This design comes from an exercise in tuning for small area and a short achievable clock period on the open sky130 flow, not from production work. Only simulation tests tie the RTL to the original design; equivalence was not proved. No activity file was given, so power comes from the tool's default toggle rates.

[flow/design.v]
module avalon_uart (
    input               clk,
    input               rst,
    input               avn_read,
    input               avn_write,
    input [4:0]         avn_address,
    input [31:0]        avn_writedata,
    output reg [31:0]   avn_readdata,
    output              avn_waitrequest,
    output              int_txwm,
    output              int_rxwm,
    output              uart_txd,
    input               uart_rxd
);
    localparam IDLE  = 2'd0;
    localparam START = 2'd1;
    localparam DATA  = 2'd2;
    localparam STOP  = 2'd3;
    reg [7:0]   txdata_data;
    reg [2:0]   txctrl_txcnt;
    reg         txctrl_nstop;
    reg         txctrl_txen;
    reg [2:0]   rxctrl_rxcnt;
    reg         rxctrl_rxen;
    reg         ie_rxwm;
    reg         ie_txwm;
    reg [15:0]  div_div;
    reg         txdata_full;
    reg         ip_rxwm;
    reg         ip_txwm;
    reg         txdata_valid;
    wire a_txdata = avn_address == 5'h00;
    wire a_rxdata = avn_address == 5'h04;
    wire a_txctrl = avn_address == 5'h08;
    wire a_rxctrl = avn_address == 5'h0C;
    wire a_ie     = avn_address == 5'h10;
    wire a_ip     = avn_address == 5'h14;
    wire a_div    = avn_address == 5'h18;
    wire txdata_write = avn_write & a_txdata;
    wire rxdata_read  = avn_read  & a_rxdata;
    always @(posedge clk) begin
        if (rst) begin
            txdata_data  <= 8'b0;
            txctrl_txcnt <= 3'b0;
            txctrl_nstop <= 1'b0;
            txctrl_txen  <= 1'b0;
            rxctrl_rxcnt <= 3'b0;
            rxctrl_rxen  <= 1'b0;
            ie_rxwm      <= 1'b0;
            ie_txwm      <= 1'b0;
            div_div      <= 16'b0;
        end
        else begin
            if (txdata_write) txdata_data <= avn_writedata[7:0];
            if (avn_write & a_txctrl) begin
                txctrl_txcnt <= avn_writedata[18:16];
                txctrl_nstop <= avn_writedata[1];
                txctrl_txen  <= avn_writedata[0];
            end
            if (avn_write & a_rxctrl) begin
                rxctrl_rxcnt <= avn_writedata[18:16];
                rxctrl_rxen  <= avn_writedata[0];
            end
            if (avn_write & a_ie) begin
                ie_rxwm <= avn_writedata[1];
                ie_txwm <= avn_writedata[0];
            end
            if (avn_write & a_div) div_div <= avn_writedata[15:0];
        end
    end
    always @(posedge clk) txdata_valid <= txdata_write;
    reg [7:0]   txmem [0:7];
    reg [3:0]   tx_wp;
    reg [3:0]   tx_rp;
    reg [3:0]   tx_cnt;
    reg [7:0]   rxmem [0:7];
    reg [3:0]   rx_wp;
    reg [3:0]   rx_rp;
    reg [3:0]   rx_cnt;
    reg         tx_empty;      
    reg         rx_empty;      
    wire        tx_full  = tx_cnt[3];
    reg  [7:0]  tx_head;
    wire        rx_full  = rx_cnt[3];
    reg  [7:0]  rx_head;
    function automatic [7:0] jdec(input [3:0] j);
        jdec = {j[3] & ~j[2], j[2] & ~j[1], j[1] & ~j[0], j[3] & j[0],
                ~j[3] & j[2], ~j[2] & j[1], ~j[1] & j[0], ~j[3] & ~j[0]};
    endfunction
    wire [7:0]  tx_rsel = jdec(tx_rp);
    wire [7:0]  rx_rsel = jdec(rx_rp);
    wire [7:0]  tx_wsel = jdec(tx_wp);
    wire [7:0]  rx_wsel = jdec(rx_wp);
    integer     k;
    always @* begin
        tx_head = 8'd0;
        rx_head = 8'd0;
        for (k = 0; k < 8; k = k + 1) begin
            tx_head = tx_head | (txmem[k] & {8{tx_rsel[k]}});
            rx_head = rx_head | (rxmem[k] & {8{rx_rsel[k]}});
        end
    end
    wire        tx_ready;
    reg         rx_valid;
    reg [7:0]   rx_data;
    wire        tx_push = txdata_valid & ~tx_full;
    wire        tx_pop  = ~tx_empty & tx_ready;
    wire        rx_push = rx_valid & ~rx_full;
    wire        rx_pop  = rxdata_read & ~rx_empty;
    wire [3:0]  tx_cnt_pop   = tx_push ? tx_cnt : tx_cnt - 1'b1;
    wire [3:0]  tx_cnt_nopop = tx_push ? tx_cnt + 1'b1 : tx_cnt;
    wire [3:0]  rx_cnt_pop   = rx_push ? rx_cnt : rx_cnt - 1'b1;
    wire [3:0]  rx_cnt_nopop = rx_push ? rx_cnt + 1'b1 : rx_cnt;
    always @(posedge clk) begin
        if (rst) begin
            tx_wp  <= 4'b0;
            tx_rp  <= 4'b0;
            tx_cnt <= 4'b0;
            tx_empty <= 1'b1;
            rx_empty <= 1'b1;
            rx_wp  <= 4'b0;
            rx_rp  <= 4'b0;
            rx_cnt <= 4'b0;
        end
        else begin
            if (tx_push) tx_wp <= {tx_wp[2:0], ~tx_wp[3]};
            if (tx_pop)  tx_rp <= {tx_rp[2:0], ~tx_rp[3]};
            tx_cnt <= tx_pop ? tx_cnt_pop : tx_cnt_nopop;
            tx_empty <= ~tx_push & (tx_pop ? (tx_cnt == 4'd1) : tx_empty);
            if (rx_push) rx_wp <= {rx_wp[2:0], ~rx_wp[3]};
            if (rx_pop)  rx_rp <= {rx_rp[2:0], ~rx_rp[3]};
            rx_cnt <= rx_pop ? rx_cnt_pop : rx_cnt_nopop;
            rx_empty <= ~rx_push & (rx_pop ? (rx_cnt == 4'd1) : rx_empty);
        end
    end
    always @(posedge clk) begin
        for (k = 0; k < 8; k = k + 1) begin
            if (tx_push & tx_wsel[k]) txmem[k] <= txdata_data;
            if (rx_push & rx_wsel[k]) rxmem[k] <= rx_data;
        end
    end
    always @(posedge clk) begin
        txdata_full <= tx_full;
        ip_txwm <= (tx_cnt < {1'b0, txctrl_txcnt}) & ie_txwm;
        ip_rxwm <= (rx_cnt > {1'b0, rxctrl_rxcnt}) & ie_rxwm;
    end
    wire a_other = ~(a_rxdata | a_txctrl | a_rxctrl | a_ie | a_ip | a_div);
    always @(posedge clk) begin
        avn_readdata[31]    <= (a_rxdata & rx_empty) | (a_other & txdata_full);
        avn_readdata[30:19] <= 12'b0;
        avn_readdata[18:16] <= ({3{a_txctrl}} & txctrl_txcnt) | ({3{a_rxctrl}} & rxctrl_rxcnt);
        avn_readdata[15:8]  <= {8{a_div}} & div_div[15:8];
        avn_readdata[7:2]   <= ({6{a_other}} & txdata_data[7:2]) | ({6{a_rxdata}} & rx_head[7:2])
                             | ({6{a_div}} & div_div[7:2]);
        avn_readdata[1]     <= (a_other & txdata_data[1]) | (a_rxdata & rx_head[1]) | (a_div & div_div[1])
                             | (a_txctrl & txctrl_nstop) | (a_ie & ie_rxwm) | (a_ip & ip_rxwm);
        avn_readdata[0]     <= (a_other & txdata_data[0]) | (a_rxdata & rx_head[0]) | (a_div & div_div[0])
                             | (a_txctrl & txctrl_txen) | (a_rxctrl & rxctrl_rxen) | (a_ie & ie_txwm)
                             | (a_ip & ip_txwm);
    end
    assign avn_waitrequest = 1'b0;
    assign int_txwm = ip_txwm;
    assign int_rxwm = ip_rxwm;
    reg [1:0]   tx_state;
    reg         tx_prev_idle;      
    reg [15:0]  tx_bcnt;
    reg         tx_tick;
    reg         tx_bfire;
    reg         tx_blz;        
    reg [2:0]   tx_ccnt;
    reg [7:0]   tx_buf;
    reg         txd;
    wire tx_idle   = tx_state == IDLE;
    assign tx_ready = tx_prev_idle & tx_idle;
    wire tx_req    = tx_ready & ~tx_empty & txctrl_txen;
    wire tx_cfire  = tx_ccnt == 3'd0;
    wire tx_cmpl   = tx_cfire & tx_tick;
    wire div_ones  = &div_div;
    wire div_lo8_zero = div_div[7:0] == 8'd0;
    wire tx_reload = tx_bfire | tx_prev_idle;
    always @(posedge clk) begin
        if (rst) tx_state <= IDLE;
        else begin
            case (tx_state)
            IDLE:  if (tx_req)  tx_state <= START;
            START: if (tx_tick) tx_state <= DATA;
            DATA:  if (tx_cmpl) tx_state <= STOP;
            STOP:  if (tx_cmpl) tx_state <= IDLE;
            endcase
        end
    end
    always @(posedge clk) begin
        if (tx_reload) tx_bcnt <= div_div;
        else begin
            tx_bcnt[7:0]  <= tx_bcnt[7:0] - 1'b1;
            tx_bcnt[15:8] <= tx_bcnt[15:8] - tx_blz;
        end
        tx_blz   <= tx_reload ? div_lo8_zero : (tx_bcnt[7:0] == 8'd1);
        tx_bfire <= tx_reload ? div_ones : ((tx_bcnt[15:8] == 8'd0) & tx_blz);
        tx_tick <= tx_bfire;
    end
    always @(posedge clk) begin
        tx_prev_idle <= tx_idle;
        if (tx_idle) tx_buf <= tx_head;
        case (tx_state)
        START: tx_ccnt <= 3'd7;
        DATA:  if (tx_cmpl) tx_ccnt <= {2'b0, txctrl_nstop};
               else if (tx_tick) tx_ccnt <= tx_ccnt - 1'b1;
        default: if (tx_tick) tx_ccnt <= tx_ccnt - 1'b1;
        endcase
        case (tx_state)
        START:   txd <= 1'b0;
        DATA:    txd <= tx_buf[~tx_ccnt];
        default: txd <= 1'b1;
        endcase
    end
    assign uart_txd = txd;
    reg [1:0]   rxd_sync;
    reg [1:0]   rx_state;
    reg         rx_bclear;
    reg [15:0]  rx_bcnt;
    reg         rx_tick;
    reg         rx_bfire;      
    reg         rx_blz;        
    reg         rx_slz;        
    reg [11:0]  rx_scnt;
    reg         rx_sext;
    reg         rx_scfire;     
    reg         rx_sample;
    reg [2:0]   rx_ccnt;
    wire rxd_s     = rxd_sync[1];
    wire rx_idle   = rx_state == IDLE;
    wire rx_cfire  = rx_ccnt == 3'd0;
    wire rx_cmpl   = rx_cfire & rx_tick;
    wire rx_sfire  = rx_cfire;
    wire        div_lo_ones = &div_div[3:0];
    wire rx_breload = rx_bfire | rx_bclear;
    wire rx_sreload = rx_scfire | rx_bclear;
    always @(posedge clk) begin
        if (rst) rxd_sync <= 2'b11;
        else rxd_sync <= {rxd_sync[0], uart_rxd};
    end
    always @(posedge clk) begin
        if (rst) rx_state <= IDLE;
        else begin
            case (rx_state)
            IDLE:  if (!rxd_s & rxctrl_rxen) rx_state <= START;
            START: if (rx_sfire) rx_state <= DATA;
            DATA:  if (rx_cmpl) rx_state <= STOP;
            STOP:  if (rx_cmpl) rx_state <= IDLE;
            endcase
        end
    end
    always @(posedge clk) begin
        if (rx_breload) rx_bcnt <= div_div;
        else begin
            rx_bcnt[7:0]  <= rx_bcnt[7:0] - 1'b1;
            rx_bcnt[15:8] <= rx_bcnt[15:8] - rx_blz;
        end
        rx_blz   <= rx_breload ? div_lo8_zero : (rx_bcnt[7:0] == 8'd1);
        rx_bfire <= rx_breload ? div_ones : ((rx_bcnt[15:8] == 8'd0) & rx_blz);
        rx_tick <= rx_bfire;
        if (rx_sreload) begin
            rx_scnt <= div_div[15:4] & {12{~div_ones}};
            rx_sext <= div_lo_ones & ~div_ones;
            rx_slz  <= (div_div[9:4] == 6'd0) | div_ones;
        end
        else begin
            rx_scnt[5:0]  <= rx_scnt[5:0] - {5'd0, ~rx_sext};
            rx_scnt[11:6] <= rx_scnt[11:6] - {5'd0, ~rx_sext & rx_slz};
            rx_sext <= 1'b0;
            rx_slz  <= rx_sext ? rx_slz : (rx_scnt[5:0] == 6'd1);
        end
        rx_scfire <= rx_sreload ? (((div_div[15:4] == 12'd0) & ~(&div_div[3:0])) | div_ones)
                                : ((rx_scnt[11:6] == 6'd0) & (rx_sext ? rx_slz : (rx_scnt[5:0] == 6'd1)));
        rx_sample <= rx_scfire;
    end
    always @(posedge clk) begin
        rx_bclear <= rx_idle | ((rx_state == START) & rx_sfire);
        rx_valid  <= (rx_state == STOP) & rx_cmpl;
        case (rx_state)
        IDLE:  rx_ccnt <= 3'd7;
        START: if (rx_sfire) rx_ccnt <= 3'd7;
               else if (rx_sample) rx_ccnt <= rx_ccnt - 1'b1;
        DATA:  if (rx_cmpl) rx_ccnt <= {2'b0, txctrl_nstop};
               else if (rx_tick) rx_ccnt <= rx_ccnt - 1'b1;
        default: if (rx_tick) rx_ccnt <= rx_ccnt - 1'b1;
        endcase
        if ((rx_state == DATA) & rx_tick) rx_data <= {rxd_s, rx_data[7:1]};
    end
endmodule
[flow/standard.sh]
#!/bin/bash
# synth_recipe.tcl (not shown) runs the flow's synth.tcl, then flattens the netlist and writes it again
# the make line also repeats each setting of config.mk as NAME=value (left out here)
make -C /OpenROAD-flow-scripts/flow DESIGN_CONFIG=/design/flow/config.mk WORK_HOME=/design/flow/orfs CLKGATE_MAP_FILE= SYNTH_SCRIPT=/design/flow/synth_recipe.tcl "${@:-finish}"
[flow/flow/run.sh]
#!/bin/bash
set -euo pipefail
bash standard.sh "BUFFER_PORTS_ARGS=-buffer_cell sky130_fd_sc_hd__buf_2" \
  "CTS_ARGS=-sink_clustering_enable -repair_clock_nets -sink_clustering_size 16 -sink_clustering_max_diameter 60 -buf_list sky130_fd_sc_hd__clkbuf_8 -dont_use_dummy_load" \
  finish > flow_make.log 2>&1
[flow/constraint.sdc]
create_clock -name core_clock -period 3.5 [get_ports {clk}]
set_input_delay 0.7000 -clock core_clock [delete_from_list [all_inputs] [get_ports {clk}]]
set_output_delay 0.7000 -clock core_clock [all_outputs]
set_load 0.01 [all_outputs]
[flow/config.mk]
export PLATFORM = sky130hd
export DESIGN_NAME = avalon_uart
export DESIGN_NICKNAME = avalon_uart
export VERILOG_FILES = /design/flow/design.v
export SDC_FILE = /design/flow/constraint.sdc
export NUM_CORES = 4
export LEC_CHECK = 0
export CAP_MARGIN = 20
export CORE_MARGIN = 2
export CORE_UTILIZATION = 65
export PLACE_DENSITY = 0.75
export SETUP_SLACK_MARGIN = 1.7
export SLEW_MARGIN = 20
==> results of run 1 <==
-- where the power goes --
part / leakage [µW] / internal, µW / switching (µW)
combinational: 0.00210 / 292 / 335
sequential: 0.00260 / 3730 / 94.9
clock: 0.000165 / 590 / 1000
total: 0.00486 / 4610 / 1430
-- flip-flops by register name (all words and copies together) (netlist names), 12 cells and up --
| signal | flops |
|---|---|
| txmem | 64 |
| rx_bcnt | 16 |
| div_div | 16 |
| avn_readdata | 20 |
| tx_bcnt | 16 |
| rxmem | 64 |
| rx_scnt | 12 |
-- worst paths after layout --
path,end
min,rxd_sync[0]
max,txmem[7][2]
min reg2reg,tx_tick
max reg2reg,txmem[7][2]
-- through the flow --
stage / worst slack [ns] / cells
after CTS: 1.65 / 1368
after floorplan: 1.22 / 1112
after detailed placement: 0.917 / 1344
after global placement: 0.925 / 1344
after global routing: 1.60 / 1373
final: 1.70 / 1373
-- synth_stat cells, types with 6 or more instances --
master	count	area [µm²]
dfxtp_1	152	3040
edfxtp_1	147	4410
nand2_1	125	469
nor2_1	63	236
o21ai_0	60	300
a21oi_1	50	250
clkbuf_1	46	173
inv_1	42	158
a221oi_1	41	359
nand3_1	36	180
ha_1	35	438
xnor2_1	26	228
mux2i_1	19	190
a22oi_1	16	120
nand2b_1	16	100
o22ai_1	16	100
xor2_1	15	131
buf_4	14	105
nor3_1	13	65.1
a22o_1	12	105
and2_1	11	68.8
nor2b_1	11	68.8
nand3b_1	9	67.6
and3b_1	8	70.1
nand4_1	7	43.8
nor4_1	7	43.8
or2_2	7	43.8
and3_1	6	37.5
o22a_1	6	52.6
-- per-layer routing --
metal / share of wire, % / GRT usage, % / vias up / routed length, µm
met5: 0.050 / 0 / - / 13
met3: 5.3 / 3.34 / 50 / 1390
li1: - / - / 4049 / -
met1: 44 / 36.5 / 4035 / 11400
met2: 48 / 43.3 / 261 / 12600
met4: 2.3 / 7.16 / 2 / 587
-- worst max-delay path: stages (launching register included) --
cell      delay (ns)
dfxtp_1         0.39
nand2b_1        0.39
nor3b_2         0.51
buf_4           0.24
-- repair_timing --
action,4_1_cts,5_1_grt
endpoints found under the setup margin,139,100
pin swaps,1,3
hold buffers,0,0
resized for setup,34,30
buffers inserted,1,5
hold endpoints to repair,0,0
-- cell families (layout without fill, tap and decap cells) --
family	Yosys count	after routing	synth area share, %
AND/OR/NAND/NOR	346	346	13.9
flip-flops	299	299	60.4
AO/OA/AOI/OAI	242	242	13.2
buffers and inverters	113	140	4.00
XOR/XNOR	41	41	2.91
adder cells (fa/ha/maj)	35	35	3.55
multiplexers	23	23	2.09
other	1	13	0.0304
-- cell type report --
type / instances / area, µm² / share of cell area (%)
Clock buffer: 23 / 317 / 2.37
Timing Repair Buffer: 72 / 422 / 3.16
Sequential cell: 299 / 7480 / 56.0
Tap cell: 234 / 293 / 2.19
Multi-Input combinational cell: 700 / 4660 / 34.9
Inverter: 45 / 175 / 1.31
==> flow_metrics.tcl, run 1 <==
set metrics [dict create \
    cts_tree "done" \
    final_core_util_pct 71.3 \
    ir_worst_vdd_uv 330 \
    cts-buffers-inserted 23 \
    synth_edf_count 147 \
    synth_seq_cells 299 \
    io_buffer_count 51 \
    antennaDiodeCount 0 \
    cts_sinks 299 \
    htreeDepth 1 \
    die_h_um 142 \
    post-route-period-util_pct 51.3 \
    hold_viol_final 0 \
    netlist_instances 1100 \
    r2r_slack_ns 1.70 \
    wl_mm 25.9 \
    max_freq_mhz 557 \
    drv_cap 0 \
    worstRegToRegCells 3 \
    cp-start-kind "flip-flop" \
    cts-root-buf "clkbuf_8" \
    totalPowerFinal_uw 6050 \
    final.setup.tns_ns 0 \
    ys.flop_type "dfxtp_1" \
    drtPass1Iterations 7 \
    grt_pass1_wl_mm 41.3 \
    design_area_um2 13300 \
    start_util_pct 66.0 \
    dp_hpwl_mm 17.3 \
    slew_violations 0 \
    grtUsageTotal_pct 26.0 \
    antenna_found_initial 1 \
    routed_via_density 6.12 \
    synth_warnings 3 \
    clock_skew_ns 0.0327 \
    ant_nets 0 \
    wl_per_cell_um 18.9 \
    rsz0062_at_grt "true" \
    grt-ovfl-total 0 \
    nets 1218 \
    nFillCells 1352 \
    yosysSeqAreaShare_pct 60.4 \
    drive_gt1_share_pct 14.1 \
    drtIter0Drc 686 \
    path_clk_slew_ns 0.10 \
    outcome "complete, no violations" \
    hold_depth 2 \
    die_area_um2 20100 \
    synth_area_um2 12400 \
    area_delta_synth_final_pct 8.04 \
    setup-violations-final 0 \
    place.gp.congestion 0.862 \
    most-common-layout-cells "edfxtp_1, dfxtp_1, nand2_1" \
    die_width_um 142 \
    period_minus_slack_ns 1.80 \
    fin_hold_ws_ns 0.324 \
    grt_pass1_vias 7934 \
    placed_area_um2 12800 \
    async_reset_ff_share_pct 0 \
    required_ns 3.76 \
    leakage_uw 0.00486 \
    worstPathArrival_ns 2.06 \
    crit_type "flip-flop to flip-flop" \
    io_pins 78 \
    worst_pin_slew_ns 0.790 \
    r2r_start "tx_cnt[3]" \
    powerDensity_nw_per_um2 453 \
    core_area_um2 18700 \
    worstSkewPairLatency_ns 0.55 \
    vias 8397 \
    drc_errors 0 \
    grt_max_degree 45 \
    syn_area_per_cell_um2 11.2 \
    end_kind "flip-flop" \
    row_count 50 \
    crit_fanout 10 \
    critical_path.startpoint "tx_cnt[3]" \
    ys_types 65 \
    relSlewSlack_pct 47.3 \
    final_common_cell "edfxtp_1" \
    min-delay-start "uart_rxd" \
    hp-class "input pin to flip-flop" \
    clk_path_buf_depth 3 \
]
==> run 2, diff against run 1 <==
--- a/flow/config.mk
+++ b/flow/config.mk
@@ -9,4 +9,4 @@
 export CORE_MARGIN = 2
-export CORE_UTILIZATION = 65
-export PLACE_DENSITY = 0.75
+export CORE_UTILIZATION = 75
+export PLACE_DENSITY = 0.85
 export SETUP_SLACK_MARGIN = 1.7
==> run 2 against run 1 <==
  * Still clean
  * Area after synthesis is the same
  * Clock power barely moved
  * Worst setup slack improved by 0.019 ns
  * Critical path type unchanged
  * Synthesized cell count is the same
  * Sequential power hardly changed
  * Die area shrank 13%
  * First-iteration DRC count is 10% higher
  * Sequential share of layout area up 0.31 points
  * Combinational power is essentially flat
  * Critical endpoint is now rx_cnt[2]
  * Total power down 0.37%
  * Flip-flop and latch count did not move
  * Count of clock-buffer cells in the layout is 1 lower
==> flow_metrics.tcl, run 2 <==
set metrics [dict create \
    die_width_um 132 \
    cts-root-buf "clkbuf_8" \
    synth_compound_area_share_pct 13.2 \
    most-common-layout-cells "edfxtp_1, dfxtp_1, nand2_1" \
    netlist_instances 1100 \
    nets 1219 \
    crit_type "flip-flop to flip-flop" \
    yosys-top-cells-count "dfxtp_1, edfxtp_1, nand2_1" \
    die_h_um 132 \
    synth-simple-area-share_pct 13.9 \
    synth_top_cell_by_area "edfxtp_1" \
    core_area_um2 16000 \
    pwr-share-clk_pct 26.0 \
    ir_worst_vdd_uv 425 \
    crit-reg2reg-capture "rx_cnt[2]" \
    grtUsageTotal_pct 29.0 \
    synth_xor_area_share_pct 2.91 \
    ys.flop_type "dfxtp_1" \
    die_area_um2 17500 \
    antenna_found_initial 2 \
    drc_errors 0 \
    drive_gt1_share_pct 13.3 \
    path_clk_slew_ns 0.11 \
    synth.most_common_cell "dfxtp_1" \
    worstSkewPairLatency_ns 0.54 \
    io_buffer_count 51 \
    outcome "complete, no violations" \
    post-route-period-util_pct 50.8 \
    final_common_cell "edfxtp_1" \
    hold_viol_final 0 \
    cts_hold_buf 0 \
    grt_pass1_wl_mm 40.7 \
    grt_pass1_vias 8029 \
    drv_cap 0 \
    setup-violations-final 0 \
    p_seq_share_pct 63.5 \
    htreeDepth 1 \
    required_ns 3.94 \
    critical_path.startpoint "rx_empty" \
    place.gp.congestion 0.824 \
    cp-endpoint "rx_cnt[2]" \
    vias 8635 \
    worstRegToRegCells 4 \
    synth_area_leaders "edfxtp_1, dfxtp_1, nand2_1, ha_1, a221oi_1" \
    synth_edf_count 147 \
    area_delta_synth_final_pct 7.43 \
    cp-start-kind "flip-flop" \
    powerDensity_nw_per_um2 454 \
    synthDominantCellAreaShare_pct 35.7 \
    start_util_pct 77.2 \
    p_int_uw 4590 \
    async_reset_ff_share_pct 0 \
    totalPowerFinal_uw 6020 \
    switching_share_pct 23.9 \
    worstPathArrival_ns 2.21 \
    final.setup.tns_ns 0 \
    ys_types 65 \
    drtPass1Iterations 5 \
    syn_area_per_cell_um2 11.2 \
    grt_max_degree 41 \
    dp_hpwl_mm 17.3 \
    end_kind "flip-flop" \
    max_freq_mhz 563 \
    stdcell_count 1358 \
    drtIter0Drc 758 \
    power_switching_uw 1440 \
    yosysSeqAreaShare_pct 60.4 \
    row_count 46 \
    ant_nets 0 \
    slew_violations 0 \
    muxShareOfSynthArea_pct 2.09 \
    final_core_util_pct 82.9 \
    synth_top_family_by_area "simple AND/OR/NAND/NOR gates" \
    r2r_start "rx_empty" \
    io_pins 78 \
    synthAdderAreaFrac_pct 3.55 \
    worst_pin_slew_ns 0.728 \
    relSlewSlack_pct 51.3 \
    combPwrFrac_pct 10.5 \
    wl_mm 26.4 \
    wl_per_cell_um 19.5 \
    synth_seq_cells 299 \
    routed_via_density 6.36 \
    r2r_slack_ns 1.72 \
    cts_sinks 299 \
    leakage_uw 0.00486 \
    top_regs "rxmem x64, txmem x64, avn_readdata x20" \
    period_minus_slack_ns 1.78 \
    cts-buffers-inserted 22 \
    hp-class "input pin to flip-flop" \
    synth_warnings 3 \
    crit_fanout 6 \
    clock_skew_ns 0.0207 \
    clk_path_buf_depth 3 \
    synth_area_um2 12400 \
    cts_tree "done" \
    dp_cells 1324 \
    rsz0062_at_grt "true" \
    grt-ovfl-total 0 \
]
[run 2: cell counts after synthesis]
No cell type changed its count.
[run 2: power by group through the flow]
stage                     logic [µW]  clock network, µW  registers (µW)
after floorplan                  523                  0            3870
after global placement           585                  0            3900
after detailed placement         610                  0            3900
after CTS                        615               1570            3820
after global routing             707               1700            3840
final                            630               1570            3830
[run 2: how the worst min path moves through the flow]
stage	slack, ns	to	depth (start not counted)	startpoint
finish	0.34	rxd_sync[0]	2	uart_rxd
detailed placement	0.34	tx_tick	0	tx_bfire
global route	0.34	rxd_sync[0]	2	uart_rxd
CTS	0.34	rxd_sync[0]	2	uart_rxd
floorplan	0.32	rx_tick	0	rx_bfire
global placement	0.34	tx_tick	0	tx_bfire
[run 2: worst max-delay path, stage by stage, from the launching register on]
cell	delay, ns
dfxtp_2	0.34
or4b_4	0.56
or2_4	0.31
o22ai_4	0.16
mux2_4	0.31
[run 2: cell families (layout without fill, tap and decap cells)]
logic type               Yosys count  in the layout
adder cells (fa/ha/maj)           35             35
multiplexers                      23             23
XOR/XNOR                          41             41
other                              1             15
buffers and inverters            113            141
flip-flops                       299            299
AND/OR/NAND/NOR                  346            346
AO/OA/AOI/OAI                    242            242
[run 2: area by class of cell]
| cell class | count | area [µm²] |
|---|---|---|
| antenna | 2 | 5.00 |
| clock buffer | 22 | 303 |
| fill | 927 | 2730 |
| inverter | 45 | 174 |
| multi-input combinational | 700 | 4600 |
| sequential | 299 | 7480 |
| tap | 216 | 270 |
| timing repair buffer | 74 | 437 |
[run 2: stage by stage]
stage	setup WS (ns)	instance area, µm²	hold WS [ns]
6_report	1.72	13300	0.340
5_1_grt	1.65	13300	0.337
4_1_cts	1.71	13100	0.337
3_5_place_dp	0.881	12700	0.338
3_3_place_gp	0.913	12700	0.335
2_1_floorplan	1.22	12500	0.323
[run 2: timing repair]
item,4_1_cts,5_1_grt
setup buffers,2,8
setup endpoints to repair,104,105
pin swaps,1,3
resized for setup,28,23
[run 2: routing by layer]
| metal | vias up | global-route usage (%) | wire length (µm) |
|---|---|---|---|
| met1 | 4158 | 40.5 | 11100 |
| met2 | 359 | 47.8 | 12800 |
| met5 | - | 0 | 0 |
| met3 | 51 | 3.38 | 1840 |
| met4 | 0 | 10.2 | 733 |
| li1 | 4067 | - | - |
==> run 3, diff against run 2 <==
==> flow/flow/run.sh (replaced) <==
#!/bin/bash
set -euo pipefail
bash standard.sh "BUFFER_PORTS_ARGS=-buffer_cell sky130_fd_sc_hd__buf_2" \
  "CTS_ARGS=-sink_clustering_enable -repair_clock_nets -sink_clustering_size 24 -sink_clustering_max_diameter 100 -buf_list sky130_fd_sc_hd__clkbuf_16 -dont_use_dummy_load" \
  finish > flow_make.log 2>&1
--- a/flow/config.mk
+++ b/flow/config.mk
@@ -9,5 +9,5 @@
 export CORE_MARGIN = 2
-export CORE_UTILIZATION = 75
-export PLACE_DENSITY = 0.85
-export SETUP_SLACK_MARGIN = 1.7
+export CORE_UTILIZATION = 65
+export PLACE_DENSITY = 0.75
+export SETUP_SLACK_MARGIN = 1.9
 export SLEW_MARGIN = 20
==> run 3 against run 2 <==
  * Worst setup slack improved by 0.0045 ns
  * Sequential share of layout area decreased by 3.9 points
  * Global-route usage decreased by 0.74 points
  * Hold slack improved by 0.013 ns
  * Via count increased by 1.3%
  * Critical path depth increased by 1
==> flow_metrics.tcl, run 3 <==
set metrics [dict create \
    outcome "complete, no violations" \
    clock_skew_ns 0.0375 \
    antennaDiodeCount 0 \
    worst_pin_slew_ns 0.659 \
    crit_fanout 4 \
    grt-ovfl-total 0 \
    cts_sinks 299 \
    top_regs "rxmem x64, txmem x64, avn_readdata x20" \
    row_count 50 \
    pwr-share-clk_pct 29.2 \
    post-place-ws_ns 0.911 \
    slew_violations 0 \
    powerDensity_nw_per_um2 444 \
    hp-class "flip-flop to flip-flop" \
    most-common-layout-cells "edfxtp_1, nand2_1, dfxtp_1" \
    post-route-period-util_pct 50.7 \
    cp_num_buf_inv 1 \
    met2_usage_pct 47.5 \
    drtPass1Iterations 5 \
    totalPowerFinal_uw 6380 \
    synth_warnings 3 \
    ir_worst_vdd_uv 607 \
    netlist_instances 1100 \
    synth_area_um2 12400 \
    place.gp.congestion 0.837 \
    period_minus_slack_ns 1.77 \
    cts_tree "done" \
    final_core_util_pct 76.9 \
    grtUsageTotal_pct 28.3 \
    synth_top_cell_by_area "edfxtp_1" \
    cp-start-kind "input pin" \
    grt_pass1_vias 8244 \
    required_ns 3.89 \
    clk_path_buf_depth 3 \
    io_pins 78 \
    htreeDepth 1 \
    crit_chain "buf_12 > or4b_4 > or2_4 > o22ai_4 > mux2_4" \
    use_met3_pct 3.31 \
    nFillCells 1191 \
    cts-root-buf "clkbuf_16" \
    drtIter0Drc 906 \
    busiest_layer "met2" \
    syn_area_per_cell_um2 11.2 \
    yosysSeqAreaShare_pct 60.4 \
    slowest_delay_ns 0.57 \
    wl_per_cell_um 20.5 \
    cts_hold_buf 0 \
    hold_viol_final 0 \
    relSlewSlack_pct 56.1 \
    synth.most_common_cell "dfxtp_1" \
    p_seq_share_pct 59.9 \
    setup-violations-final 0 \
    start_util_pct 66.0 \
    p_int_uw 4880 \
    power_switching_uw 1500 \
    area_delta_synth_final_pct 16.4 \
    max_freq_mhz 564 \
    final.setup.tns_ns 0 \
    wl_mm 29.0 \
    critPathTopFamily "simple AND/OR/NAND/NOR gates" \
    dp_hpwl_mm 17.9 \
    fin_ws_ns 1.73 \
    drc_errors 0 \
    combPwrFrac_pct 10.9 \
    worstSkewPairLatency_ns 0.50 \
    leakage_uw 0.00525 \
    die_area_um2 20100 \
    gr-usage-met1_pct 39.8 \
    cpMaxStageDelayCell "or4b_4" \
    ys_types 65 \
    synth_area_leaders "edfxtp_1, dfxtp_1, nand2_1, ha_1, a221oi_1" \
    async_reset_ff_share_pct 0 \
    synth_seq_cells 299 \
    grt_pass1_wl_mm 44.2 \
    yosys-top-cells-count "dfxtp_1, edfxtp_1, nand2_1" \
    final_common_cell "edfxtp_1" \
    core_area_um2 18700 \
    cts-buffers-inserted 16 \
    crit_type "input pin to flip-flop" \
    rsz0062_at_grt "true" \
    synth_edf_count 147 \
    switching_share_pct 23.5 \
    antenna_found_initial 1 \
    io_buffer_count 51 \
    die_h_um 142 \
    routed_via_density 6.18 \
    nets 1261 \
    die_width_um 142 \
    end_kind "flip-flop" \
    vias 8748 \
    synthDominantCellAreaShare_pct 35.7 \
    drive_gt1_share_pct 23.3 \
    ant_nets 0 \
    ys.flop_type "dfxtp_1" \
    path_clk_slew_ns 0.09 \
    grt_max_degree 44 \
    drv_cap 0 \
    worstPathArrival_ns 2.17 \
]
run 3: power groups by stage:
stage | Combinational, µW | Sequential, µW | Clock (µW)
2_1_floorplan | 529 | 3870 | 0
3_3_place_gp | 598 | 3900 | 0
3_5_place_dp | 615 | 3900 | 0
4_1_cts | 644 | 3820 | 1890
5_1_grt | 777 | 3840 | 2020
6_report | 696 | 3820 | 1860
run 3: what timing repair did:
action                     4_1_cts  5_1_grt
setup endpoints to repair      239      131
pin swaps                       14       21
resized for setup              109       76
buffers inserted                42       21
run 3: kinds of logic (layout without fill, tap and decap cells):
group	after synthesis	in the layout	synth area share, %
buffers and inverters	113	183	4.00
adder cells (fa/ha/maj)	35	35	3.55
AND/OR/NAND/NOR	346	346	13.9
AO/OA/AOI/OAI	242	242	13.2
multiplexers	23	23	2.09
other	1	13	0.0304
flip-flops	299	299	60.4
XOR/XNOR	41	41	2.91
run 3: worst register-to-register path: stages (launching register included):
cell     delay [ns]
dfxtp_2        0.34
or4b_4         0.53
or2_4          0.29
o22ai_4        0.19
mux2_4         0.31
run 3: final cells by class:
cell class              count  area [µm²]  share of cell area [%]
inverters                  45         185                    1.29
well taps                 234         293                    2.04
flip-flops and latches    299        7540                    52.4
multi-input cells         700        4970                    34.5
clock buffers              16         400                    2.79
repair buffers            122         993                    6.91
run 3: path summary, 6_finish.rpt:
check | from | to | slack (ns) | cells after the start
worst max-delay path | avn_address[1] | rx_cnt[2] | 1.73 | 5
worst max register to register | rx_empty | rx_cnt[2] | 1.75 | 4
worst min register to register | tx_bfire | tx_tick | 0.35 | 0
worst min-delay path | tx_bfire | tx_tick | 0.35 | 0
run 3: metal layers:
metal | share of wire [%] | vias to the layer above | routed length [µm]
met4 | 1.4 | 0 | 405
met1 | 42 | 4273 | 12300
met5 | 0 | - | 0
met2 | 50 | 290 | 14500
li1 | - | 4155 | -
met3 | 6.4 | 30 | 1850
run 3: per-stage QoR:
stage,cell area [µm²],cells,hold slack [ns]
global placement,12800,1337,0.330
floorplan,12600,1112,0.323
finish,14400,1416,0.352
detailed placement,12800,1337,0.339
global route,14400,1416,0.359
CTS,13900,1395,0.357
==> run 4, diff against run 3 <==
--- a/flow/design.v
+++ b/flow/design.v
@@ -230,2 +230,3 @@
     reg [2:0]   rx_ccnt;
+    reg [2:0]   rx_smp;
     wire rxd_s     = rxd_sync[1];
@@ -234,3 +235,3 @@
     wire rx_cmpl   = rx_cfire & rx_tick;
-    wire rx_sfire  = rx_cfire;
+    wire rx_sfire  = rx_smp == 3'd0;
     wire        div_lo_ones = &div_div[3:0];
@@ -281,5 +282,8 @@
         case (rx_state)
-        IDLE:  rx_ccnt <= 3'd7;
-        START: if (rx_sfire) rx_ccnt <= 3'd7;
-               else if (rx_sample) rx_ccnt <= rx_ccnt - 1'b1;
+        IDLE:  rx_smp <= 3'd7;
+        START: if (rx_sample) rx_smp <= rx_smp - 1'b1;
+        default: ;
+        endcase
+        case (rx_state)
+        START: rx_ccnt <= 3'd7;
         DATA:  if (rx_cmpl) rx_ccnt <= {2'b0, txctrl_nstop};
==> flow/flow/run.sh (replaced) <==
#!/bin/bash
set -euo pipefail
bash standard.sh "BUFFER_PORTS_ARGS=-buffer_cell sky130_fd_sc_hd__buf_2" \
  "CTS_ARGS=-sink_clustering_enable -repair_clock_nets -sink_clustering_size 16 -sink_clustering_max_diameter 60 -buf_list sky130_fd_sc_hd__clkbuf_8 -root_buf sky130_fd_sc_hd__clkbuf_16 -dont_use_dummy_load" \
  finish > flow_make.log 2>&1
--- a/flow/config.mk
+++ b/flow/config.mk
@@ -9,5 +9,5 @@
 export CORE_MARGIN = 2
-export CORE_UTILIZATION = 65
-export PLACE_DENSITY = 0.75
-export SETUP_SLACK_MARGIN = 1.9
+export CORE_UTILIZATION = 75
+export PLACE_DENSITY = 0.85
+export SETUP_SLACK_MARGIN = 1.75
 export SLEW_MARGIN = 20
==> run 4 against run 3 <==
  * Still clean
  * Die area decreased by 13%
  * Register-to-register slack barely moved
  * Count of clock-buffer cells in the layout increased by 6
  * First-iteration DRC count grew 14%
  * Sequential share of layout area grew 3.5 points
  * Final cell count down 3.5%
  * Total power up 6.8%
  * Via count grew 0.66%
==> flow_metrics.tcl, run 4 <==
set metrics [dict create \
    outcome "complete, no violations" \
    drive_gt1_share_pct 15.2 \
    powerDensity_nw_per_um2 505 \
    vias 8806 \
    pwr-share-clk_pct 24.4 \
    p_int_uw 5030 \
    post-route-period-util_pct 50.1 \
    period_minus_slack_ns 1.75 \
    cp-start-kind "flip-flop" \
    synth_top_family_by_area "simple AND/OR/NAND/NOR gates" \
    p_seq_share_pct 58.7 \
    drv_cap 0 \
    synth_compound_area_share_pct 13.1 \
    wl_per_cell_um 20.0 \
    synthDominantCellAreaShare_pct 35.7 \
    ir_worst_vdd_uv 483 \
    dp_hpwl_mm 17.6 \
    power_switching_uw 1790 \
    wl_mm 27.3 \
    netlist_instances 1093 \
    most-common-layout-cells "edfxtp_1, dfxtp_1, nand2_1" \
    post-place-ws_ns 1.07 \
    die_width_um 132 \
    grt_pass1_vias 8238 \
    synthAdderAreaFrac_pct 3.74 \
    antenna_found_initial 0 \
    drc_errors 0 \
    io_buffer_count 51 \
    synth_seq_cells 302 \
    place.gp.congestion 0.855 \
    slowest_delay_ns 0.43 \
    hp-class "flip-flop to flip-flop" \
    syn_area_per_cell_um2 11.3 \
    area_delta_synth_final_pct 9.21 \
    synth-simple-area-share_pct 13.6 \
    drtPass1Iterations 6 \
    setup-violations-final 0 \
    grt_pass1_wl_mm 42.3 \
    worstRegToRegCells 3 \
    fin_ws_ns 1.75 \
    max_freq_mhz 570 \
    ys.flop_type "dfxtp_1" \
    cts_hold_buf 0 \
    clock_skew_ns 0.0228 \
    synth_top_cell_by_area "edfxtp_1" \
    final_common_cell "edfxtp_1" \
    worstPathArrival_ns 1.96 \
    combPwrFrac_pct 16.9 \
    htreeDepth 1 \
    synth_warnings 3 \
    cts_sinks 302 \
    core_area_um2 16000 \
    synth_edf_count 147 \
    path_clk_slew_ns 0.09 \
    routed_via_density 6.44 \
    final.setup.tns_ns 0 \
    die_area_um2 17500 \
    synth.most_common_cell "dfxtp_1" \
    crit_chain "nand2b_2 > nor3b_2 > buf_4" \
    row_count 46 \
    nets 1231 \
    synth_area_um2 12400 \
    worstSkewPairLatency_ns 0.49 \
    switching_share_pct 26.2 \
    leakage_uw 0.00488 \
    grtUsageTotal_pct 30.0 \
    grt-ovfl-total 0 \
    cts-root-buf "clkbuf_16" \
    clk_path_buf_depth 3 \
    nFillCells 908 \
    hold_viol_final 0 \
    rsz0062_at_grt "true" \
    hold_depth 0 \
    crit_type "flip-flop to flip-flop" \
    relSlewSlack_pct 60.6 \
    die_h_um 132 \
    synth_xor_area_share_pct 2.97 \
    cpMaxStageDelayCell "dfxtp_1" \
    yosys-top-cells-count "dfxtp_1, edfxtp_1, nand2_1" \
    totalPowerFinal_uw 6820 \
    final_core_util_pct 84.4 \
    fin_hold_ws_ns 0.352 \
    top_regs "rxmem x64, txmem x64, avn_readdata x20" \
    slew_violations 0 \
    start_util_pct 77.3 \
    end_kind "flip-flop" \
    multiInputGateArea_um2 4620 \
    grt_max_degree 52 \
    synth_area_leaders "edfxtp_1, dfxtp_1, ha_1, nand2_1, a21oi_1" \
    register_area_um2 7550 \
    crit_fanout 10 \
    cts-buffers-inserted 22 \
    io_pins 78 \
    drtIter0Drc 1029 \
    muxShareOfSynthArea_pct 2.00 \
    yosysSeqAreaShare_pct 60.8 \
    ys_types 69 \
    async_reset_ff_share_pct 0 \
    ant_nets 0 \
    worst_pin_slew_ns 0.589 \
    cts_tree "done" \
    required_ns 3.70 \
]
==> run 4: changes by cell type after synthesis, moves of 4 or more <==
cell and change:
nor3_1 +5, xor2_1 -4, xnor2_1 +5, o21ai_0 -13
nor2_1 +11, nand2_1 -15, clkbuf_1 -5, a21oi_1 +16
and3b_1 -7, nand2b_1 -5, a22o_1 +5, o22ai_1 -7
a221oi_1 -5, nor3b_1 +5
==> run 4: logic make-up (layout without fill, tap and decap cells) <==
group                      after synthesis  after routing
and+or+nand+nor                        342            342
DFF                                    302            302
AOI/OAI and AO/OA                      240            240
buffers and inverters                  107            152
xor gates and xnor gates                42             42
adders and majority gates               37             37
muxes                                   22             22
other                                    1             14
==> run 4: power groups by stage <==
stage,Clock (µW),Combinational [µW],Sequential [µW]
after floorplan,0,940,4030
after global placement,0,1080,4070
after detailed placement,0,1100,4080
after CTS,1670,1130,4000
after global routing,1770,1300,4020
final,1660,1150,4000
==> run 4: repair_timing <==
action	in CTS	in global routing
pin swaps	6	10
setup buffers	11	11
hold endpoints to repair	0	0
endpoints found under the setup margin	133	115
gates resized for setup	23	43
==> run 4: through the flow <==
step	cells	instance area (µm²)
2_1_floorplan	1105	12500
3_3_place_gp	1322	12800
3_5_place_dp	1322	12800
4_1_cts	1355	13300
5_1_grt	1366	13500
6_report	1367	13500
==> run 4: worst max-delay path, delay by kind of cell (launching register included) <==
kind,cells,cell delay (ns)
and+or+nand+nor,2,0.81
DFF,1,0.43
buffers and inverters,1,0.23
==> run 4: layout make-up <==
cell class              count  share of cell area [%]
diodes                      1                  0.0185
multi-input cells         696                    34.2
clock buffers              22                    2.49
well taps                 216                    2.00
flip-flops and latches    302                    55.9
repair buffers             83                    3.91
inverters                  47                    1.46
==> run 4: path summary, 6_finish.rpt <==
check	startpoint	endpoint	slack, ns
setup / recovery	tx_cnt[3]	txmem[6][7]	1.75
hold / removal	tx_bfire	tx_tick	0.35
setup reg to reg	tx_cnt[3]	txmem[6][7]	1.75
hold reg to reg	tx_bfire	tx_tick	0.35
==> run 4: metal layers <==
layer / wire, µm / share of wire (%) / global-route usage (%)
met1: 11300 / 41 / 42.6
met4: 736 / 2.7 / 9.62
met3: 2080 / 7.6 / 3.83
met2: 13200 / 48 / 48.9
met5: 0 / 0 / 0
==> run 5, diff against run 4 <==
--- a/flow/design.v
+++ b/flow/design.v
@@ -16,4 +16,4 @@
     localparam START = 2'd1;
-    localparam DATA  = 2'd2;
-    localparam STOP  = 2'd3;
+    localparam DATA  = 2'd3;
+    localparam STOP  = 2'd2;
     reg [7:0]   txdata_data;
--- a/flow/config.mk
+++ b/flow/config.mk
@@ -9,5 +9,5 @@
 export CORE_MARGIN = 2
-export CORE_UTILIZATION = 75
-export PLACE_DENSITY = 0.85
-export SETUP_SLACK_MARGIN = 1.75
+export CORE_UTILIZATION = 65
+export PLACE_DENSITY = 0.75
+export SETUP_SLACK_MARGIN = 1.7
 export SLEW_MARGIN = 20
==> run 5 against run 4 <==
  * Still clean on timing, DRC and antenna
  * Sequential share of layout area is 1.0 points higher
  * Clock power is 3% higher
  * Maximum frequency is 0.90% higher
  * Register-to-register slack better by 0.03 ns
  * Combinational power is 36% lower
  * Area after synthesis is 0.88% lower
  * Non-clock buffer count is 3 lower
  * First-iteration DRC count is 38% lower
  * Design area is 2.1% lower
  * Critical path depth is 2 lower
  * Count of clock-buffer cells in the layout is 1 higher
==> flow_metrics.tcl, run 5 <==
set metrics [dict create \
    grt_pass1_wl_mm 41.8 \
    vias 8315 \
    drive_gt1_share_pct 13.4 \
    required_ns 2.80 \
    fin_hold_ws_ns 0.367 \
    crit_chain "buf_2" \
    outcome "complete, no violations" \
    synth_warnings 3 \
    slowest_delay_ns 0.38 \
    slew_violations 0 \
    die_h_um 141 \
    drv_cap 0 \
    crit_type "flip-flop to primary output" \
    drtIter0Drc 637 \
    cp-start-kind "flip-flop" \
    start_util_pct 66.0 \
    synth.most_common_cell "dfxtp_1" \
    cpMaxStageDelayCell "dfxtp_1" \
    wl_per_cell_um 19.5 \
    antenna_found_initial 0 \
    grtUsageTotal_pct 26.7 \
    final.setup.tns_ns 0 \
    synthDominantCellAreaShare_pct 36.0 \
    ys.flop_type "dfxtp_1" \
    drc_errors 0 \
    hp-class "flip-flop to flip-flop" \
    period_minus_slack_ns 1.74 \
    io_pins 78 \
    netlist_instances 1075 \
    top_regs "rxmem x64, txmem x64, avn_readdata x20" \
    crit_fanout 2 \
    worstPathArrival_ns 1.04 \
    stdcell_count 1361 \
    clock_skew_ns 0.0314 \
    powerDensity_nw_per_um2 484 \
    dp_cells 1324 \
    drtPass1Iterations 6 \
    die_area_um2 20000 \
    nFillCells 1367 \
    synth_seq_cells 302 \
    final_common_cell "dfxtp_1" \
    cts-buffers-inserted 23 \
    async_reset_ff_share_pct 0 \
    cts-root-buf "clkbuf_16" \
    routed_via_density 6.11 \
    synth_area_um2 12300 \
    dp_hpwl_mm 17.2 \
    hold_viol_final 0 \
    clk_path_buf_depth 3 \
    htreeDepth 1 \
    core_area_um2 18600 \
    ant_nets 0 \
    nets 1204 \
    cts_hold_buf 0 \
    worstSkewPairLatency_ns 0.50 \
    leakage_uw 0.00490 \
    antennaDiodeCount 0 \
    rsz0062_at_grt "false" \
    critPathTopFamily "flip-flops" \
    ir_worst_vdd_uv 330 \
    end_kind "primary output" \
    row_count 50 \
    setup-violations-final 0 \
    relSlewSlack_pct 51.1 \
    cts_tree "done" \
    cp_num_buf_inv 1 \
    max_freq_mhz 576 \
    yosys-top-cells-count "dfxtp_1, edfxtp_1, nand2_1, nor2_1, a21oi_1" \
    syn_area_per_cell_um2 11.4 \
    cts_sinks 302 \
    synth_area_leaders "edfxtp_1, dfxtp_1, ha_1, nand2_1, nor2_1" \
    ys_types 77 \
    io_buffer_count 51 \
    place.gp.congestion 0.842 \
    post-route-period-util_pct 49.6 \
    die_width_um 141 \
    grt-ovfl-total 0 \
    synth_edf_count 147 \
    grt_pass1_vias 7855 \
    grt_max_degree 39 \
    path_clk_slew_ns 0.09 \
    worst_pin_slew_ns 0.729 \
    most-common-layout-cells "dfxtp_1, edfxtp_1, nand2_1" \
    wl_mm 26.5 \
    yosysSeqAreaShare_pct 61.3 \
    area_delta_synth_final_pct 7.88 \
    synth_top_cell_by_area "edfxtp_1" \
]
run 5: changes by cell type after synthesis, moves of 7 or more:
cell      delta
xnor2_1      -7
buf_2       +14
a22o_1       -9
o21ai_0      -7
nor2_1      +26
a221oi_1    -10
nand2_1     -10
nand3_1     -14
clkbuf_1    -15
run 5: final timing paths:
check	end	start	slack [ns]	cells after the start
setup / recovery	int_txwm	ip_txwm	1.76	1
hold / removal	tx_tick	tx_bfire	0.37	0
setup reg to reg	avn_readdata[2]	rx_rp[3]	1.78	5
hold reg to reg	tx_tick	tx_bfire	0.37	0
run 5: per-stage QoR:
stage / instance area (µm²) / setup slack (ns) / total power, µW / utilization (%)
2_1_floorplan: 12300 / 1.71 / 4610 / -
3_3_place_gp: 12700 / 0.934 / 4740 / 68.1
3_5_place_dp: 12700 / 0.893 / 4760 / 68.1
4_1_cts: 13100 / 1.51 / 6430 / 70.4
5_1_grt: 13200 / 1.71 / 6720 / 71.2
6_report: 13200 / 1.76 / 6410 / 71.2
run 5: repair_timing:
item	CTS	global route
pin swaps	2	4
setup endpoints to repair	89	70
setup buffers	5	9
resized for setup	13	14
run 5: kinds of logic after synthesis:
family / Yosys count / synth area share [%]
other cells: 1 / 0.0306
mux: 21 / 1.92
xor+xnor: 39 / 2.79
buf+inv: 105 / 4.02
flops: 302 / 61.3
fa+ha+maj: 34 / 3.46
simple gates: 338 / 13.5
compound gates: 235 / 13.0
run 5: metal layers:
layer	track usage [%]	share of wire, %	vias up
li1	-	-	3991
met1	38.4	44	4038
met2	43.5	48	252
met3	4.08	6.1	34
met4	6.58	1.8	0
met5	0	0	-
run 5: power by group:
part | switching (µW) | internal (µW) | total [µW]
sequential | 137 | 3830 | 3960
combinational | 400 | 333 | 733
clock | 1040 | 671 | 1710
total | 1580 | 4830 | 6410
run 5: area by class of cell:
class	count	area, µm²	share of cell area (%)
Inverter	42	171	1.30
Multi-Input combinational cell	680	4370	33.1
Timing Repair Buffer	80	510	3.86
Sequential cell	302	7530	56.9
Clock buffer	23	350	2.65
Tap cell	234	293	2.21
==> run 6, diff against run 5 <==
--- a/flow/config.mk
+++ b/flow/config.mk
@@ -11,3 +11,3 @@
 export PLACE_DENSITY = 0.75
-export SETUP_SLACK_MARGIN = 1.7
+export SETUP_SLACK_MARGIN = 1.78
 export SLEW_MARGIN = 20
==> run 6 against run 5 <==
  * Maximum frequency increased by 1.7%
  * Design area increased by 0.61%
  * Hold slack improved by 0.024 ns
  * Critical path depth increased by 3
  * Non-clock buffer count unchanged
  * Largest cell class unchanged
  * Global-route usage decreased by 0.72 points
  * Clock power about the same
  * Critical endpoint is now rxmem[6][3]
  * Final cell count unchanged
  * Utilization increased by 0.43 points
  * Worst setup slack improved by 0.029 ns
  * Routed wire length decreased by 2.4%
  * Sequential power about the same
  * Still clean
==> flow_metrics.tcl, run 6 <==
set metrics [dict create \
    ir_worst_vdd_uv 388 \
    nets 1204 \
    yosysSeqAreaShare_pct 61.3 \
    grt_max_degree 47 \
    cp_num_buf_inv 1 \
    antenna_found_initial 1 \
    period_minus_slack_ns 1.71 \
    synth_area_um2 12300 \
    wl_met1_mm 11.5 \
    highest_layer "met5" \
    post-route-period-util_pct 48.8 \
    io_pins 78 \
    grt_pass1_wl_mm 40.9 \
    synth_edf_count 147 \
    synth_seq_cells 302 \
    synth_compound_area_share_pct 13.0 \
    ant_nets 0 \
    critPathTopFamily "simple AND/OR/NAND/NOR gates" \
    synthAdderAreaFrac_pct 3.46 \
    synth.most_common_cell "dfxtp_1" \
    muxShareOfSynthArea_pct 1.92 \
    synth_area_leaders "edfxtp_1, dfxtp_1, ha_1, nand2_1, nor2_1" \
    leakage_uw 0.00492 \
    async_reset_ff_share_pct 0 \
    route.met2.wl_mm 12.4 \
    yosys-top-cells-count "dfxtp_1, edfxtp_1, nand2_1, nor2_1, a21oi_1" \
    final_core_util_pct 71.6 \
    drive_gt1_share_pct 14.8 \
    hp-class "flip-flop to flip-flop" \
    core_area_um2 18600 \
    ys.flop_type "dfxtp_1" \
    grt-ovfl-total 0 \
    hold_viol_final 0 \
    grt_pass1_vias 7860 \
    dr_wl_met3_mm 1.51 \
    start_util_pct 66.0 \
    synth-simple-area-share_pct 13.5 \
    synth_xor_area_share_pct 2.79 \
    worstPathArrival_ns 1.85 \
    place.gp.congestion 0.825 \
    final.setup.tns_ns 0 \
    cts_sinks 302 \
    worstSkewPairLatency_ns 0.50 \
    drtPass1Iterations 5 \
    power_switching_uw 1570 \
    powerDensity_nw_per_um2 481 \
    switching_share_pct 24.5 \
    area_delta_synth_final_pct 8.53 \
    combPwrFrac_pct 11.6 \
    crit_type "flip-flop to flip-flop" \
    slew_violations 0 \
    ys_types 77 \
    final_common_cell "edfxtp_1" \
    synthDominantCellAreaShare_pct 36.0 \
    required_ns 3.64 \
    pwr-share-clk_pct 26.5 \
    syn_area_per_cell_um2 11.4 \
    outcome "complete, no violations" \
    cts_tree "done" \
    wl_per_cell_um 19.0 \
    worst_pin_slew_ns 0.860 \
    synth_warnings 3 \
    synth_top_cell_by_area "edfxtp_1" \
    cts-buffers-inserted 23 \
    netlist_instances 1075 \
    top_regs "rxmem x64, txmem x64, avn_readdata x20" \
    cpMaxStageDelayCell "nor2_2" \
    setup-violations-final 0 \
    relSlewSlack_pct 42.7 \
    routed_via_density 6.04 \
    crit_chain "nor2b_1 > buf_4 > nand2_1 > nor2_2" \
    htreeDepth 1 \
    fin_hold_ws_ns 0.391 \
    synth_top_family_by_area "simple AND/OR/NAND/NOR gates" \
    wl_mm 25.9 \
    clock_skew_ns 0.0346 \
    end_kind "flip-flop" \
    drc_errors 0 \
    grtUsageTotal_pct 26.0 \
    antennaDiodeCount 0 \
    io_buffer_count 51 \
    most-common-layout-cells "edfxtp_1, dfxtp_1, nand2_1" \
    clk_path_buf_depth 3 \
    dp_hpwl_mm 17.0 \
    die_width_um 141 \
    p_int_uw 4830 \
    die_h_um 141 \
    max_freq_mhz 585 \
    cts-root-buf "clkbuf_16" \
    path_clk_slew_ns 0.09 \
    row_count 50 \
    crit_fanout 8 \
    cp-start-kind "flip-flop" \
    rsz0062_at_grt "true" \
    vias 8227 \
    drtIter0Drc 608 \
    drv_cap 0 \
    p_seq_share_pct 61.9 \
    slowest_delay_ns 0.50 \
    die_area_um2 20000 \
    cts_hold_buf 0 \
]
-- run 6: changes by cell type in the layout (fill, tap and decap cells not counted), sizes merged --
cell	before	now
buf	80	79
clkbuf	23	24
clkinv	1	2
inv	38	37
-- run 6: per-stage QoR --
step / setup slack [ns] / cells / cell area (µm²) / total power (µW)
6_report: 1.79 / 1361 / 13300 / 6400
5_1_grt: 1.71 / 1361 / 13300 / 6660
4_1_cts: 1.74 / 1357 / 13200 / 6420
3_5_place_dp: 0.983 / 1323 / 12700 / 4770
3_3_place_gp: 1.01 / 1323 / 12700 / 4750
2_1_floorplan: 1.72 / 1087 / 12400 / 4610
-- run 6: path summary, 6_finish.rpt --
kind,start,to,slack (ns),cells past startpoint
hold / removal,tx_bfire,tx_tick,0.39,0
setup / recovery,rx_valid,rxmem[6][3],1.79,4
hold reg to reg,tx_bfire,tx_tick,0.39,0
setup reg to reg,rx_valid,rxmem[6][3],1.79,4
-- run 6: per-layer routing --
| metal | GRT usage (%) | up-vias |
|---|---|---|
| met4 | 6.68 | 2 |
| met3 | 3.37 | 36 |
| met5 | 0 | - |
| met1 | 36.5 | 3978 |
| li1 | - | 3982 |
| met2 | 43.5 | 229 |
-- run 6: power groups by stage --
stage / Clock, µW / Sequential [µW] / Combinational (µW)
final: 1690 / 3960 / 745
after global routing: 1830 / 3990 / 849
after CTS: 1710 / 3960 / 739
after detailed placement: 0 / 4040 / 731
after global placement: 0 / 4040 / 707
after floorplan: 0 / 4000 / 610
-- run 6: timing repair --
action / in CTS / in global routing
gates resized for setup: 23 / 28
pin swaps: 5 / 1
gates cloned: 0 / 0
buffers inserted: 11 / 4
setup endpoints to repair: 110 / 57
-- run 6: cells by family (layout without fill, tap and decap cells) --
family | after synthesis | in the layout
simple gates | 338 | 338
mux | 21 | 21
xor+xnor | 39 | 39
fa+ha+maj | 34 | 34
other cells | 1 | 13
flops | 302 | 302
buf+inv | 105 | 145
compound gates | 235 | 235
-- run 6: layout make-up --
| class | instances | area [µm²] |
|---|---|---|
| well taps | 234 | 293 |
| clock buffers | 23 | 350 |
| fillers | 1326 | 5280 |
| flip-flops and latches | 302 | 7550 |
| multi-input cells | 680 | 4420 |
| inverters | 42 | 179 |
| repair buffers | 80 | 517 |
==> run 7, diff against run 6 <==
--- a/flow/config.mk
+++ b/flow/config.mk
@@ -11,3 +11,3 @@
 export PLACE_DENSITY = 0.75
-export SETUP_SLACK_MARGIN = 1.78
+export SETUP_SLACK_MARGIN = 1.82
 export SLEW_MARGIN = 20
==> run 7 against run 6 <==
  * Critical endpoint is now avn_readdata[3]
  * Still clean
  * Largest cell class unchanged
  * Final cell count increased by 0.51%
  * Flip-flop and latch count did not move
  * Die area unchanged
  * Largest power group unchanged
  * Global-route usage increased by 0.33 points
  * Sequential power barely moved
  * Design area grew 1.0%
  * Worst setup slack gained 0.057 ns
  * Total power is 0.11% higher
  * Highest routed layer unchanged
  * Hold slack worse by 0.020 ns
  * Area after synthesis did not move
==> flow_metrics.tcl, run 7 <==
set metrics [dict create \
    post-route-period-util_pct 47.2 \
    register_area_um2 7560 \
    yosysSeqAreaShare_pct 61.3 \
    p_int_uw 4830 \
    period_minus_slack_ns 1.65 \
    outcome "complete, no violations" \
    post-place-ws_ns 1.21 \
    synth_seq_cells 302 \
    async_reset_ff_share_pct 0 \
    start_util_pct 66.0 \
    clock_skew_ns 0.0275 \
    crit_type "flip-flop to primary output" \
    drv_cap 0 \
    yosys-top-cells-count "dfxtp_1, edfxtp_1, nand2_1, nor2_1, a21oi_1" \
    multiInputGateArea_um2 4460 \
    routed_via_density 6.12 \
    wl_mm 26.4 \
    final.setup.tns_ns 0 \
    leakage_uw 0.00497 \
    syn_area_per_cell_um2 11.4 \
    drc_errors 0 \
    antennaDiodeCount 0 \
    drive_gt1_share_pct 16.4 \
    pwr-share-clk_pct 26.6 \
    row_count 50 \
    wl_per_cell_um 19.3 \
    min_to "tx_tick" \
    clk_path_buf_depth 3 \
    slew_violations 0 \
    design_area_um2 13400 \
    critPathTopFamily "flip-flops" \
    cpMaxStageDelayCell "dfxtp_2" \
    setup-violations-final 0 \
    ir_worst_vdd_uv 382 \
    nets 1211 \
    min-delay-start "tx_bfire" \
    final_core_util_pct 72.3 \
    top_regs "rxmem x64, txmem x64, avn_readdata x20" \
    core_area_um2 18600 \
    synth_top_cell_by_area "edfxtp_1" \
    relSlewSlack_pct 51.3 \
    rsz0062_at_grt "true" \
    cp_num_buf_inv 1 \
    die_width_um 141 \
    most-common-layout-cells "edfxtp_1, dfxtp_1, nand2_1" \
    ys_types 77 \
    cts_hold_buf 0 \
    io_pins 78 \
    end_kind "primary output" \
    netlist_instances 1075 \
    placed_area_um2 12700 \
    vias 8378 \
    ys.flop_type "dfxtp_1" \
    grt_pass1_wl_mm 41.6 \
    place.gp.congestion 0.843 \
    path_clk_slew_ns 0.10 \
    antenna_found_initial 2 \
    cts-buffers-inserted 23 \
    io_buffer_count 51 \
    grt_pass1_vias 7934 \
    hold_viol_final 0 \
    nFillCells 1294 \
    hp-class "flip-flop to flip-flop" \
    worstPathArrival_ns 0.95 \
    synth_warnings 3 \
    powerDensity_nw_per_um2 477 \
    grtUsageTotal_pct 26.3 \
    power_switching_uw 1580 \
    worstRegToRegCells 3 \
    r2r_start "tx_cnt[3]" \
    fin_ws_ns 1.85 \
    cts_sinks 302 \
    crit-reg2reg-capture "txmem[6][2]" \
    hold_depth 0 \
    synth.most_common_cell "dfxtp_1" \
    synth_area_leaders "edfxtp_1, dfxtp_1, ha_1, nand2_1, nor2_1" \
    required_ns 2.80 \
    synth_edf_count 147 \
    cp-start-kind "flip-flop" \
    r2r_slack_ns 1.88 \
    area_delta_synth_final_pct 9.64 \
    slowest_delay_ns 0.36 \
    ant_nets 0 \
    totalPowerFinal_uw 6410 \
    drtIter0Drc 743 \
    worst_pin_slew_ns 0.730 \
    grt_max_degree 68 \
    drtPass1Iterations 5 \
    switching_share_pct 24.6 \
    combPwrFrac_pct 11.6 \
    synthDominantCellAreaShare_pct 36.0 \
    cts_tree "done" \
    max_freq_mhz 605 \
    worstSkewPairLatency_ns 0.49 \
    crit_fanout 1 \
    p_seq_share_pct 61.8 \
    synth_area_um2 12300 \
    final_common_cell "edfxtp_1" \
    htreeDepth 1 \
    dp_hpwl_mm 16.9 \
    grt-ovfl-total 0 \
    crit_chain "buf_6" \
    die_h_um 141 \
    die_area_um2 20000 \
    cts-root-buf "clkbuf_16" \
]
## run 7: changes by cell type in the layout (fill, tap and decap cells not counted), moves of 3 or more
cell     previous run  this run
dfxtp_1           140       132
dfxtp_2            11        18
buf_6               1         5
buf_4              25        28
## run 7: final cells by class
cell class / count / share of cell area [%]
Tap cell: 234 / 2.18
Inverter: 42 / 1.37
Timing Repair Buffer: 87 / 4.46
Multi-Input combinational cell: 680 / 33.2
Sequential cell: 302 / 56.2
Clock buffer: 23 / 2.61
## run 7: how the worst max path moves through the flow
stage | startpoint | endpoint | slack (ns) | cells after the start
after floorplan | rx_cnt[3] | rxmem[2][0] | 1.72 | 3
after global placement | avn_address[1] | div_div[11] | 1.25 | 6
after detailed placement | avn_address[1] | div_div[9] | 1.21 | 6
after CTS | rx_valid | rxmem[6][3] | 1.60 | 4
after global routing | tx_rp[3] | tx_buf[4] | 1.77 | 5
final | avn_readdata[3] | avn_readdata[3] | 1.85 | 1
## run 7: power by group through the flow
stage	clock (µW)	combinational [µW]	sequential (µW)
CTS	1740	740	3960
detailed placement	0	727	4040
global route	1870	853	3980
finish	1700	741	3960
global placement	0	703	4040
floorplan	0	610	4000
## run 7: repair_timing
action | in CTS | in global routing
setup endpoints to repair | 127 | 78
gates resized for setup | 30 | 41
buffers inserted | 15 | 7
pin swaps | 6 | 4
## run 7: per-stage QoR
stage / instances / hold WS (ns)
global route: 1368 / 0.380
detailed placement: 1323 / 0.354
CTS: 1361 / 0.371
finish: 1368 / 0.371
floorplan: 1087 / 0.331
global placement: 1323 / 0.353
## run 7: metal layers
metal	up-vias	wire, µm	share of wire (%)	track usage [%]
met2	233	12700	48	43.4
li1	3998	-	-	-
met4	4	499	1.9	7.53
met1	4099	11800	45	37.2
met5	-	26	0.098	0
met3	44	1380	5.2	3.61
## run 7: logic make-up (layout without fill, tap and decap cells)
family | Yosys count | in the layout | share of synthesized area [%]
mux | 21 | 21 | 1.92
fa+ha+maj | 34 | 34 | 3.46
buf+inv | 105 | 152 | 4.02
other cells | 1 | 13 | 0.0306
flops | 302 | 302 | 61.3
simple gates | 338 | 338 | 13.5
xor+xnor | 39 | 39 | 2.79
compound gates | 235 | 235 | 13.0

afterwards: timing with drivers on the ports:
How much do the figures lean on ideal ports? The routed layouts below were timed once more, with nothing changed but the port constraints.
Step 1 assumes that a clkbuf_16 drives the clock port and a buf_2 every other input.
Step 2 also shifts input and output timing later by t, the mid clock arrival at the registers, as if the neighbouring blocks saw the same clock.
a / b / c = ideal / step 1 / step 2; a / b = the first two.
run	t, ns	slack for setup (ns)	worst setup path at the end
run 1	0.573	1.703 / 1.703 / 1.202	input to register
run 2	0.572	1.723 / 1.690 / 1.177	input to register
run 3	0.529	1.727 / 1.718 / 1.189	input to register
run 4	0.526	1.747 / 1.747 / 1.263	input to register
run 5	0.534	1.763 / 1.716 / 1.345	input to register
run 6	0.526	1.791 / 1.778 / 1.335	input to register
run 7	0.521	1.848 / 1.807 / 1.390	input to register
After both steps setup and hold are still met in every run listed. The setup slack of run 2, which loses most, moves by -0.033 ns with the drivers and by -0.546 ns with both steps.
